Source: an optimization exercise on an open RTL-to-GDS flow (aim: small area, a short achievable clock period and few clock cycles per item). Production flows keep margins and buffers that such runs may drop.

// mult32x32_fast
module mult32x32_fast (
    input logic clk,
    input logic reset,
    input logic start,
    input logic [31:0] a,
    input logic [31:0] b,
    output logic busy,
    output logic [63:0] product
);
Size: roughly 1800 cells after synthesis, roughly 19000 µm² of cells after synthesis.
==> flow/config.mk <==
export PLATFORM = sky130hd
export DESIGN_NAME = mult32x32_fast
export DESIGN_NICKNAME = mult32x32_fast
export VERILOG_FILES = /design/flow/design.v
export SDC_FILE = /design/flow/constraint.sdc
export NUM_CORES = 4
export LEC_CHECK = 0
export CAP_MARGIN = 20
export CORE_MARGIN = 2
export CORE_UTILIZATION = 40
export CTS_BUF_LIST = sky130_fd_sc_hd__clkbuf_4 sky130_fd_sc_hd__clkbuf_8
export SETUP_SLACK_MARGIN = 4.8
export SLEW_MARGIN = 20
export SYNTH_HIERARCHICAL = 1
export SYNTH_MINIMUM_KEEP_SIZE = 0
export TNS_END_PERCENT = 0
==> flow/constraint.sdc <==
create_clock -name core_clock -period 10.0 [get_ports {clk}]
set_input_delay 2.0000 -clock core_clock [delete_from_list [all_inputs] [get_ports {clk}]]
set_output_delay 2.0000 -clock core_clock [all_outputs]
set_load 0.01 [all_outputs]
standard.sh (not shown) runs the stock make flow with config.mk's settings and CLKGATE_MAP_FILE= SYNTH_SCRIPT=/design/flow/synth_recipe.tcl, a recipe that flattens the netlist after the stock synthesis.
==> flow/flow/run.sh <==
#!/bin/bash
# Own layout flow: the standard synthesis and layout (standard.sh), with these changes:
#  - before floorplanning, each combinational cell of the synthesized netlist gets the drive
#    strength its fanout calls for (flow/resize.py): the smallest variant of its footprint for
#    a small fanout, larger ones for large fanouts. Registers are untouched; the layout's repair
#    steps size cells again where slew, capacitance or timing need it;
#  - ports are buffered with buf_2 instead of the default port buffer;
#  - timing repair only sizes cells up and swaps pins (no buffering or cloning), and the
#    repair after global routing is skipped (the repair after clock tree synthesis remains).
# Each tool's output goes to a log file in this folder.
set -euo pipefail
R=orfs/results/sky130hd/mult32x32_fast/base
export BUFFER_PORTS_ARGS="-buffer_cell sky130_fd_sc_hd__buf_2"
export SKIP_INCREMENTAL_REPAIR=1
export SETUP_MOVE_SEQUENCE="sizeup,swap"
bash standard.sh synth > synth.log 2>&1
python3 flow/resize.py "$FLOW_HOME/platforms/sky130hd/lib/sky130_fd_sc_hd__tt_025C_1v80.lib" $R/1_2_yosys.v 3 12 > resize.log 2>&1
touch $R/1_2_yosys.v
bash standard.sh > layout.log 2>&1
==> flow/flow/resize.py <==
#!/usr/bin/env python3
"""Size the combinational cells of the synthesized netlist by the fanout they drive:
each cell gets the variant of its footprint (same function and pins) whose drive suits its
fanout: the smallest for a fanout up to FO1, drive 2 up to FO2, else drive 4.
Flip-flops, latches and tie cells are left as synthesis made them. The layout's own repair
steps size cells again where slew, capacitance or timing need it.
usage: resize.py LIBERTY NETLIST [FO1 FO2]"""
import re, sys, collections
lib, path = sys.argv[1], sys.argv[2]
FO1 = int(sys.argv[3]) if len(sys.argv) > 3 else 5
FO2 = int(sys.argv[4]) if len(sys.argv) > 4 else 12
area, foot, seq, outs = {}, {}, set(), collections.defaultdict(set)
cur = None; pin = None
for line in open(lib):
    m = re.search(r'^\s*cell\s*\(\s*"?(sky130_fd_sc_hd__\w+)"?\s*\)', line)
    if m:
        cur = m.group(1); pin = None; continue
    if cur is None:
        continue
    m = re.search(r'^\s*area\s*:\s*([\d.]+)', line)
    if m: area[cur] = float(m.group(1))
    m = re.search(r'cell_footprint\s*:\s*"([^"]+)"', line)
    if m: foot[cur] = m.group(1)
    if re.search(r'^\s*(ff|latch|statetable)\s*\(', line): seq.add(cur)
    m = re.search(r'^\s*pin\s*\(\s*"?(\w+)"?\s*\)', line)
    if m: pin = m.group(1)
    if pin and re.search(r'direction\s*:\s*"?output', line): outs[cur].add(pin)
fam = collections.defaultdict(list)
for c, f in foot.items():
    if c in seq or "lpflow" in c or "probe" in c or c not in area:
        continue
    fam[f].append(c)
def strength(c):
    m = re.search(r'_(\d+)$', c)
    return int(m.group(1)) if m else 1
for f in fam:
    fam[f].sort(key=lambda c: (strength(c), area[c]))
text = open(path).read()
inst_re = re.compile(r'^(\s*)(sky130_fd_sc_hd__\w+)(\s+)(\S+)(\s*\((.*?)\);)', re.M | re.S)
insts = []
fanout = collections.Counter()
for m in inst_re.finditer(text):
    cell = m.group(2)
    conns = re.findall(r'\.(\w+)\(([^()]*)\)', m.group(6))
    o = [n.strip() for p, n in conns if p in outs.get(cell, ())]
    for p, n in conns:
        if p not in outs.get(cell, ()):
            fanout[n.strip()] += 1
    insts.append((m.start(2), m.end(2), cell, o))
out = []
last = 0
changes = collections.Counter()
for s, e, cell, o in insts:
    new = cell
    if cell not in seq and cell in foot and "conb" not in cell and foot[cell] in fam:
        fo = max([fanout[n] for n in o] + [0])
        want = 0 if fo <= FO1 else (2 if fo <= FO2 else 4)
        vs = fam[foot[cell]]
        ok = [v for v in vs if strength(v) >= want] or [vs[-1]]
        # the smallest area that gives the drive; among equal areas the strongest
        new = min(ok, key=lambda v: (area[v], -strength(v)))
    out.append(text[last:s]); out.append(new); last = e
    if new != cell: changes[(cell, new)] += 1
out.append(text[last:])
open(path, "w").write("".join(out))
for (a, b), n in sorted(changes.items()):
    print(f"{a} -> {b}: {n}")
Then changed:
--- a/flow/flow/run.sh
+++ b/flow/flow/run.sh
@@ -17 +17 @@
-python3 flow/resize.py "$FLOW_HOME/platforms/sky130hd/lib/sky130_fd_sc_hd__tt_025C_1v80.lib" $R/1_2_yosys.v 3 12 > resize.log 2>&1
+python3 flow/resize.py "$FLOW_HOME/platforms/sky130hd/lib/sky130_fd_sc_hd__tt_025C_1v80.lib" $R/1_2_yosys.v 5 12 '(one|two|neg)[0-9]+_[0-9]+' > resize.log 2>&1
--- a/flow/flow/resize.py
+++ b/flow/flow/resize.py
@@ -7 +7,2 @@
-usage: resize.py LIBERTY NETLIST [FO1 FO2]"""
+Cells driving a net whose name matches STRONG (a regular expression) get drive 4.
+usage: resize.py LIBERTY NETLIST [FO1 FO2 [STRONG]]"""
@@ -11,0 +13 @@
+STRONG = re.compile(sys.argv[5]) if len(sys.argv) > 5 else None
@@ -57,0 +60,2 @@
+        if STRONG and any(STRONG.fullmatch(n) for n in o):
+            want = 4
Settings changed: GPL_ROUTABILITY_DRIVEN set to 0.
The changed run produced a clean layout.
Routed wire length fell by 3.1%.
Global-route usage fell by 1.5 points.
Non-clock buffer count fell by 2.
No run of this note included a check of the RTL's function; only the layout flow was run.

[separate check: timing with driven ports]
The flow's constraints put no driver on any port. The routed layouts listed below were extracted and timed again, unchanged, in two steps. Step 1 assumes that a clkbuf_16 drives the clock port and a buf_2 every other input. Step 2 adds t to the input delays and takes it off the output delays; t is the mean of the earliest and latest rising clock arrival at the registers after step 1. Input paths then give back, and output paths get back, about the clock's delay inside the block. a / b / c = no drivers / after step 1 / after step 2; a / b = the first two.
run | t (ns) | setup slack, ns | hold WS [ns] | worst setup path at the end | clock arrival spread, ns
the first run | 0.510 | 4.467 / 4.430 / 3.920 | 0.624 / 0.624 / 0.624 | input to register | 0.028 / 0.028
the second run | 0.504 | 3.919 / 3.935 / 3.431 | 0.715 / 0.715 / 0.715 | input to register | 0.029 / 0.029
After both steps setup and hold are still met in every run listed. The setup slack of the first run, which loses most, moves by -0.037 ns with the drivers and by -0.547 ns with both steps.
